This design comes from an exercise in tuning for small area and a short achievable clock period on the open sky130 flow, not from production work.
The RTL was checked by simulation tests, not by an equivalence proof against the original design.
The flow treats the clock pin as an ideal source, which a real chip does not have.
Power figures rest on the tool's default switching activity, not on a simulated workload.

== run A ==
// systolic_4x4
module systolic_4x4(    input  wire clk,
                        input  wire rst,
                        input  wire [31: 0] x_flat,    
                        input  wire [31: 0] y_flat,    
                        output wire [255:0] out_flat,  
                        output wire done
        );
For scale: about 730 flip-flops, ~320 I/O pins, roughly 0.056 sq mm of cells after synthesis.
make LEC_CHECK=0 CAP_MARGIN=20 CORE_MARGIN=2 CORE_UTILIZATION=65 CTS_BUF_LIST='sky130_fd_sc_hd__clkbuf_4 sky130_fd_sc_hd__clkbuf_8' PLACE_DENSITY=0.75 SETUP_SLACK_MARGIN=1.5 SLEW_MARGIN=20 SYNTH_HIERARCHICAL=1 SYNTH_MINIMUM_KEEP_SIZE=0 finish   # period 5.5 ns
run.sh (not shown) runs the stock make flow with config.mk's settings and CLKGATE_MAP_FILE= SYNTH_SCRIPT=/design/flow/synth_recipe.tcl, a recipe that flattens the netlist after the stock synthesis.
Run A went all the way through synthesis, placement and routing and the layout is clean on timing, DRC and antenna.
What run B does differently from run A at the input level:
- CTS_BUF_LIST no longer set, was sky130_fd_sc_hd__clkbuf_4 sky130_fd_sc_hd__clkbuf_8
- SETUP_SLACK_MARGIN no longer set, was 1.5
- CORE_UTILIZATION now 40, was 65
- PLACE_DENSITY no longer set, was 0.75
[summary]
In the flow results for run B and run A, the hold slack is larger on run B.
Between run A and run B, the flow reports number of cell rows increasing by more than a quarter.
Run B against run A: register-to-register slack -0.66 ns, share of the cycle needed by the critical path after routing +12 points.
Non-clock buffer count went down by more than a quarter going from run A to run B.
Row count of inserted tapcells: run B higher / run A lower
The more densely filled core belongs to run A, not run B.
Share of the final layout cell area in sequential cells | run B above run A
Global-route wire length before repair: run B worse than run A
From run A to run B the numbers moved as follows: worst slew slack as a fraction of its limit went up 23 points; area of the die went up 62%.
--- input diff run B..run C ---
- setting CTS_BUF_LIST to sky130_fd_sc_hd__clkbuf_4 sky130_fd_sc_hd__clkbuf_8 for the first time
- changing CORE_UTILIZATION from 40 to 65
- setting PLACE_DENSITY to 0.75 for the first time
Findings:
Looking at start point of the critical path, the xo[4][1] result is from run C; the yo[2][5] one comes from run B. | maximum frequency | run C vs run B | better |. Diff run B..run C | share of flip-flops with an asynchronous set or reset | unchanged. Compared with run B, number of vias per cell in run C increased by more than 10%. Comparing run B and run C, final worst-path cycle share is higher on run B. Looking only at maximum number of pins on one net before global-route repair, and setting everything else aside, the higher value of run B and run C goes to run B.

* * *

oak:
systolic_4x4, a different RTL version from the one above (not shown whole).
Size in the first run: ~4700 cells after synthesis, roughly 320 I/O pins.
export LEC_CHECK = 0
export CAP_MARGIN = 20
export CORE_MARGIN = 2
export CORE_UTILIZATION = 65
export CTS_BUF_LIST = sky130_fd_sc_hd__clkbuf_8 sky130_fd_sc_hd__clkbuf_16
export CTS_CLUSTER_DIAMETER = 80
export CTS_CLUSTER_SIZE = 24
export PLACE_DENSITY = 0.75
export SETUP_SLACK_MARGIN = 1.5
export SLEW_MARGIN = 20
export SYNTH_HIERARCHICAL = 1
export SYNTH_MINIMUM_KEEP_SIZE = 0
export TNS_END_PERCENT = 20
create_clock -name core_clock -period 5.5 [get_ports {clk}]
standard.sh (not shown) runs the stock make flow with config.mk's settings and CLKGATE_MAP_FILE= SYNTH_SCRIPT=/design/flow/synth_recipe.tcl, a recipe that flattens the netlist after the stock synthesis.
==> flow/flow/run.sh <==
#!/bin/bash
# Layout flow:
#  1. the standard synthesis;
#  2. every combinational cell that synthesis mapped at a drive strength
#     above 1 is set to drive strength 1 (timing repair later sizes up what
#     needs it);
#  3. the standard floorplan, placement and clock tree, with the port
#     buffers made of sky130_fd_sc_hd__buf_1 cells;
#  4. the accumulator and out registers get their clock through a short
#     chain of clock cells per leaf clock net (skew for the MAC paths,
#     flow/skew.tcl);
#  5. the standard routing and finishing (timing repair aiming at
#     2.7 ns of setup slack).
set -euo pipefail
bash standard.sh synth > synth.log 2>&1
openroad -no_init -exit flow/downsize.tcl > downsize.log 2>&1
export BUFFER_PORTS_ARGS="-buffer_cell sky130_fd_sc_hd__buf_1"
bash standard.sh cts > layout_cts.log 2>&1
openroad -no_init -exit flow/skew.tcl > skew.log 2>&1
bash standard.sh SETUP_SLACK_MARGIN=2.7 > layout.log 2>&1
Other scripts of this flow, unchanged in this note and not shown: flow/flow/downsize.tcl, flow/flow/skew.tcl
> inputs changed (oak -> pine)
diff --git a/flow/flow/run.sh b/flow/flow/run.sh
--- a/flow/flow/run.sh
+++ b/flow/flow/run.sh
@@ -11,5 +11,5 @@
 #     flow/skew.tcl);
 #  5. the standard routing and finishing (timing repair aiming at
-#     2.7 ns of setup slack).
+#     2.4 ns of setup slack).
 set -euo pipefail
 bash standard.sh synth > synth.log 2>&1
@@ -18,3 +18,3 @@
 bash standard.sh cts > layout_cts.log 2>&1
 openroad -no_init -exit flow/skew.tcl > skew.log 2>&1
-bash standard.sh SETUP_SLACK_MARGIN=2.7 > layout.log 2>&1
+bash standard.sh SETUP_SLACK_MARGIN=2.4 > layout.log 2>&1
--- outcome ---
Compared to oak, pine has total net switching power 14% lower. Filler cell count in the final layout (pine vs. oak) increases by more than 10%. For the worst-case reg-to-reg path depth, pine came in 2 higher than oak did. Where total power is concerned, oak is outperformed by pine.
Edits applied to the flow inputs when going from pine to birch:
- swapping 20 for 5 in TNS_END_PERCENT
Diff pine -> birch | switching power total | down by a few percent. When the final numbers for birch and pine were put side by side, the total wirelength of the detailed-routed design turned out to be greater in pine. Diff pine -> birch: final critical delay including setup and external delays closely matched the old numbers; worst setup slack closely matched the old numbers. In the tables for birch and pine, area growth from synthesis to layout reads higher with pine. For the combinational power share, birch came in 0.9 points lower than pine did.
[inputs] maple vs birch
- an added HOLD_SLACK_MARGIN of 0.1
- a deleted TNS_END_PERCENT that had been 5
## What came out
Cmp birch and maple / area added between synthesis and finish / lower: birch. Higher power dissipated in combinational cells among birch and maple: maple. For the leakage dissipation, maple came in 0.50 nW higher than birch did. maple ended up with a higher worst path setup slack after routing than birch did. Per-cell routed wire length was higher in the run labelled maple. The final reports for maple and birch show tightest hold margin lower in the former. In maple, the number of gates resized after CTS came out 72% above the value in birch. Taking birch as the reference, in maple global-route usage about even, part of the power in registers fell 0.8 points. maple drops more vias than birch.

* * *

## run 1
Another version of the RTL of systolic_4x4 (not shown whole).
Size in the first run: ~4700 cells after synthesis, about 320 I/O pins, ~52000 µm² of cells after synthesis.
Settings: LEC_CHECK=0, CAP_MARGIN=20, CORE_MARGIN=2, CORE_UTILIZATION=65, CTS_BUF_LIST=sky130_fd_sc_hd__clkbuf_8 sky130_fd_sc_hd__clkbuf_16, CTS_CLUSTER_DIAMETER=80, CTS_CLUSTER_SIZE=24, PLACE_DENSITY=0.75, SETUP_SLACK_MARGIN=1.5, SLEW_MARGIN=20, SYNTH_HIERARCHICAL=1, SYNTH_MINIMUM_KEEP_SIZE=0; clock period 5.5 ns.
==> flow/flow/run.sh <==
#!/bin/bash
# Layout flow: the standard synthesis; then every combinational cell that
# synthesis mapped at a drive strength above 1 is set to drive strength 1
# (timing repair later sizes up what needs it); then the standard layout,
# with the port buffers made of sky130_fd_sc_hd__buf_1 cells.
set -euo pipefail
bash standard.sh synth > synth.log 2>&1
openroad -no_init -exit flow/downsize.tcl > downsize.log 2>&1
export BUFFER_PORTS_ARGS="-buffer_cell sky130_fd_sc_hd__buf_1"
bash standard.sh > layout.log 2>&1
==> flow/flow/downsize.tcl <==
# Set combinational cells of 1_synth.odb to drive strength 1 where the
# library has that variant.  Registers, buffers and clock cells are left alone.
set r orfs/results/$::env(FLOW_PLATFORM)/systolic_4x4/base
read_db $r/1_synth.odb
set db [ord::get_db]
set n 0
set saved 0.0
foreach inst [[ord::get_db_block] getInsts] {
  set name [[$inst getMaster] getName]
  if {![regexp {^(sky130_fd_sc_hd__([a-z0-9]+))_([0-9]+)$} $name -> base kind drive]} { continue }
  if {$drive <= 1} { continue }
  if {[regexp {^(df|sdf|edf|dl|buf|clk|conb|tap|fill|decap|diode|lpflow|probe|bufbuf|bufinv)} $kind]} { continue }
  set m [$db findMaster ${base}_1]
  if {$m == "NULL" || $m == ""} { continue }
  set saved [expr {$saved + ([[$inst getMaster] getWidth] - [$m getWidth]) * [$m getHeight] / 1e6}]
  $inst swapMaster $m
  incr n
}
puts "downsized $n cells, [format %.1f $saved] um2"
write_db $r/1_synth.odb
Setup changes, run 1 to run 2
Settings: a change of SETUP_SLACK_MARGIN from 1.5 to 1.7.
[summary]
Diff run 1 -> run 2: share of cell area taken by flip-flops and latches went down; met1 track demand over resource in global routing did not really move.
Changes observed in run 2 relative to run 1: final cycle utilization of the critical path now sits lower; power grew by about 13%.
In run 2, the post-route cell area came out about 4% above the value in run 1.
Run 1 → run 2: clock period minus final worst setup slack lost 0.098 ns; multi-input gate share of total cell area increased 0.44 points; clock input transition at the sequential cells of the worst setup and hold paths did not really move.
[inputs] run 3 vs run 2
Settings: changing SETUP_SLACK_MARGIN from 1.7 to 1.5; changing PLACE_DENSITY from 0.75 to 0.85; changing CORE_UTILIZATION from 65 to 75.
### Flow results
| iteration count of the initial detailed-routing pass | run 3 vs run 2 | 1 higher |. Looking only at total routed wire length on the met1 layer, and setting everything else aside, the higher value of run 3 and run 2 goes to run 2. Run 3 against run 2: cell-internal power lower, data arrival time of the critical path +0.20 ns, cell area after layout fell by 4.9%. Status | run 3 and run 2 | clean. Taking run 2 as the reference, in run 3 area enclosed by the die boundary now smaller; netlist area before placement comparable; buffering overhead saw a decrease; post-route clock period utilization went up 3.5 points; sequential share of layout area grew by 1.2 points.

* * *

build 20:
Another version of the RTL of systolic_4x4 (not shown whole).
Size: about 4700 cells after synthesis, ~320 I/O pins, ~0.052 mm² of cells after synthesis.
export LEC_CHECK = 0
export CAP_MARGIN = 20
export CORE_MARGIN = 2
export CORE_UTILIZATION = 65
export CTS_BUF_LIST = sky130_fd_sc_hd__clkbuf_8 sky130_fd_sc_hd__clkbuf_16
export CTS_CLUSTER_DIAMETER = 80
export CTS_CLUSTER_SIZE = 24
export PLACE_DENSITY = 0.75
export SETUP_SLACK_MARGIN = 1.5
export SLEW_MARGIN = 20
export SYNTH_HIERARCHICAL = 1
export SYNTH_MINIMUM_KEEP_SIZE = 0
export TNS_END_PERCENT = 0
create_clock -name core_clock -period 5.5 [get_ports {clk}]
==> flow/flow/run.sh <==
#!/bin/bash
# Layout flow:
#  1. the standard synthesis;
#  2. every combinational cell that synthesis mapped at a drive strength
#     above 1 is set to drive strength 1 (timing repair later sizes up what
#     needs it);
#  3. the standard floorplan, placement and clock tree, with the port
#     buffers made of sky130_fd_sc_hd__buf_2 cells;
#  4. the accumulator and out registers get their clock through a short
#     chain of clock cells per leaf clock net (skew for the MAC paths,
#     flow/skew.tcl);
#  5. the standard routing and finishing (timing repair aiming at
#     2.4 ns of setup slack).
set -euo pipefail
bash standard.sh synth > synth.log 2>&1
openroad -no_init -exit flow/downsize.tcl > downsize.log 2>&1
export BUFFER_PORTS_ARGS="-buffer_cell sky130_fd_sc_hd__buf_2"
bash standard.sh cts > layout_cts.log 2>&1
openroad -no_init -exit flow/skew.tcl > skew.log 2>&1
bash standard.sh SETUP_SLACK_MARGIN=2.4 > layout.log 2>&1
Scripts as last shown in full above: flow/flow/downsize.tcl
Other scripts of this flow, unchanged in this note and not shown: flow/flow/skew.tcl
Inputs modified between build 20 and build 24:
-- flow/flow/run.sh --
<<< build 20, line 7
#  3. the standard floorplan, placement and clock tree, with the port
#     buffers made of sky130_fd_sc_hd__buf_2 cells;
#  4. the accumulator and out registers get their clock through a short
>>> build 24, line 7
#  3. the standard floorplan, placement and clock tree, with the port
#     buffers made of sky130_fd_sc_hd__buf_1 cells;
#  4. the accumulator and out registers get their clock through a short
<<< build 20, line 16
openroad -no_init -exit flow/downsize.tcl > downsize.log 2>&1
export BUFFER_PORTS_ARGS="-buffer_cell sky130_fd_sc_hd__buf_2"
bash standard.sh cts > layout_cts.log 2>&1
>>> build 24, line 16
openroad -no_init -exit flow/downsize.tcl > downsize.log 2>&1
export BUFFER_PORTS_ARGS="-buffer_cell sky130_fd_sc_hd__buf_1"
bash standard.sh cts > layout_cts.log 2>&1
[summary]
In build 24 relative to build 20, non-clock buffer total of the final layout had gone up slightly. Relative to build 20, hold slack has increased by 100 ps in build 24. Comparing build 24 against build 20, there is no change at all in number of port buffers. Of the two values seen for endpoint of the worst setup timing path, out_flat[111] was produced by build 24 and out[5][12]$_DFF_P_ by build 20. Build 24 went all the way through synthesis, placement and routing and the layout is clean on timing, DRC and antenna.
### build 24 -> build 78
# build 24
export LEC_CHECK = 0
export CAP_MARGIN = 20
export CORE_MARGIN = 2
export CORE_UTILIZATION = 65
export CTS_BUF_LIST = sky130_fd_sc_hd__clkbuf_8 sky130_fd_sc_hd__clkbuf_16
export CTS_CLUSTER_DIAMETER = 80
export CTS_CLUSTER_SIZE = 24
export PLACE_DENSITY = 0.75
export SETUP_SLACK_MARGIN = 1.5
export SLEW_MARGIN = 20
export SYNTH_HIERARCHICAL = 1
export SYNTH_MINIMUM_KEEP_SIZE = 0
export TNS_END_PERCENT = 0
create_clock -name core_clock -period 5.5 [get_ports {clk}]
# build 78
export LEC_CHECK = 0
export CAP_MARGIN = 20
export CORE_MARGIN = 2
export CORE_UTILIZATION = 65
export CTS_BUF_LIST = sky130_fd_sc_hd__clkbuf_8 sky130_fd_sc_hd__clkbuf_16
export CTS_CLUSTER_DIAMETER = 80
export CTS_CLUSTER_SIZE = 24
export PLACE_DENSITY = 0.75
export SETUP_SLACK_MARGIN = 1.5
export SLEW_MARGIN = 20
export SYNTH_HIERARCHICAL = 1
export SYNTH_MINIMUM_KEEP_SIZE = 0
export TNS_END_PERCENT = 5
create_clock -name core_clock -period 5.5 [get_ports {clk}]
==> comparison <==
Fraction of power consumed by the clock network | build 78 above build 24
Re global-route usage: build 24 was higher than build 78.
In build 78, first-iteration DRC count is lower than in build 24.
Worst setup slack for build 78 is higher than for build 24.
Re clock-pin slew on the worst setup and hold paths: build 24 and build 78 aren't equal, and the higher value belongs to build 78.
Compared build 24 against build 78; final core area utilization within noise.
Relative to build 78, the following input files were edited for build 45:
# build 78
export LEC_CHECK = 0
export CAP_MARGIN = 20
export CORE_MARGIN = 2
export CORE_UTILIZATION = 65
export CTS_BUF_LIST = sky130_fd_sc_hd__clkbuf_8 sky130_fd_sc_hd__clkbuf_16
export CTS_CLUSTER_DIAMETER = 80
export CTS_CLUSTER_SIZE = 24
export PLACE_DENSITY = 0.75
export SETUP_SLACK_MARGIN = 1.5
export SLEW_MARGIN = 20
export SYNTH_HIERARCHICAL = 1
export SYNTH_MINIMUM_KEEP_SIZE = 0
export TNS_END_PERCENT = 5
create_clock -name core_clock -period 5.5 [get_ports {clk}]
# build 45
export LEC_CHECK = 0
export CAP_MARGIN = 20
export CORE_MARGIN = 2
export CORE_UTILIZATION = 65
export CTS_BUF_LIST = sky130_fd_sc_hd__clkbuf_8 sky130_fd_sc_hd__clkbuf_16
export CTS_CLUSTER_DIAMETER = 80
export CTS_CLUSTER_SIZE = 24
export PLACE_DENSITY = 0.75
export SETUP_SLACK_MARGIN = 1.5
export SLEW_MARGIN = 20
export SYNTH_HIERARCHICAL = 1
export SYNTH_MINIMUM_KEEP_SIZE = 0
export TNS_END_PERCENT = 20
create_clock -name core_clock -period 5.5 [get_ports {clk}]
[summary]
For build 78 and build 45, there was not a single run that failed to finish clean.
| growth of design area from synthesis to finish | build 45 vs build 78 | ≈ equal |
The via count of the routed design on build 45 is in line with that on build 78.
For total wire length after detailed routing, build 45 and build 78 come out practically identical.

port drivers added, routing unchanged:
The results above use ideal ports. As a check the final layouts listed here were re-extracted and re-timed, cells and wires unchanged.
Step 1 sets driving cells, clkbuf_16 on the clock port and buf_2 on the other inputs (assumed; they add their load-dependent delay and slew).
Step 2, shift: input delay + t, output delay - t, t = (earliest + latest rising clock arrival at the registers) / 2. This alone moves slack from input paths to output paths.
a / b / c = no drivers / after step 1 / after step 2; a / b = the first two.
run	t, ns	slack for setup (ns)	worst setup path after step 2	clock arrival spread, ns
run A	0.913	1.367 / 1.367 / 1.367	register to register	0.049 / 0.049
run B	0.780	0.703 / 0.703 / 0.703	register to register	0.040 / 0.040
run C	0.897	0.782 / 0.782 / 0.782	register to register	0.048 / 0.047
oak	1.099	2.332 / 2.280 / 2.092	input to register	0.882 / 0.882
pine	1.093	2.355 / 2.284 / 2.018	input to register	0.884 / 0.883
birch	1.081	2.357 / 2.287 / 2.038	input to register	0.862 / 0.862
maple	1.105	2.379 / 2.351 / 2.379	register to register	0.891 / 0.891
run 1	0.681	1.610 / 1.610 / 1.610	register to register	0.035 / 0.035
run 2	0.682	1.708 / 1.708 / 1.708	register to register	0.034 / 0.034
run 3	0.697	1.517 / 1.517 / 1.517	register to register	0.036 / 0.036
build 20	1.065	2.391 / 2.326 / 2.391	register to register	0.856 / 0.856
build 24	1.099	2.356 / 2.284 / 2.399	register to register	0.905 / 0.905
build 78	1.083	2.374 / 2.300 / 2.397	register to register	0.878 / 0.878
build 45	1.075	2.380 / 2.305 / 2.398	register to register	0.864 / 0.865
Clock arrivals are far apart in 8 of these runs, so t is only a midpoint there and step 2 fits no single register. For pine, which loses most, drivers alone change the setup slack by -0.071 ns; drivers and shift together by -0.337 ns.
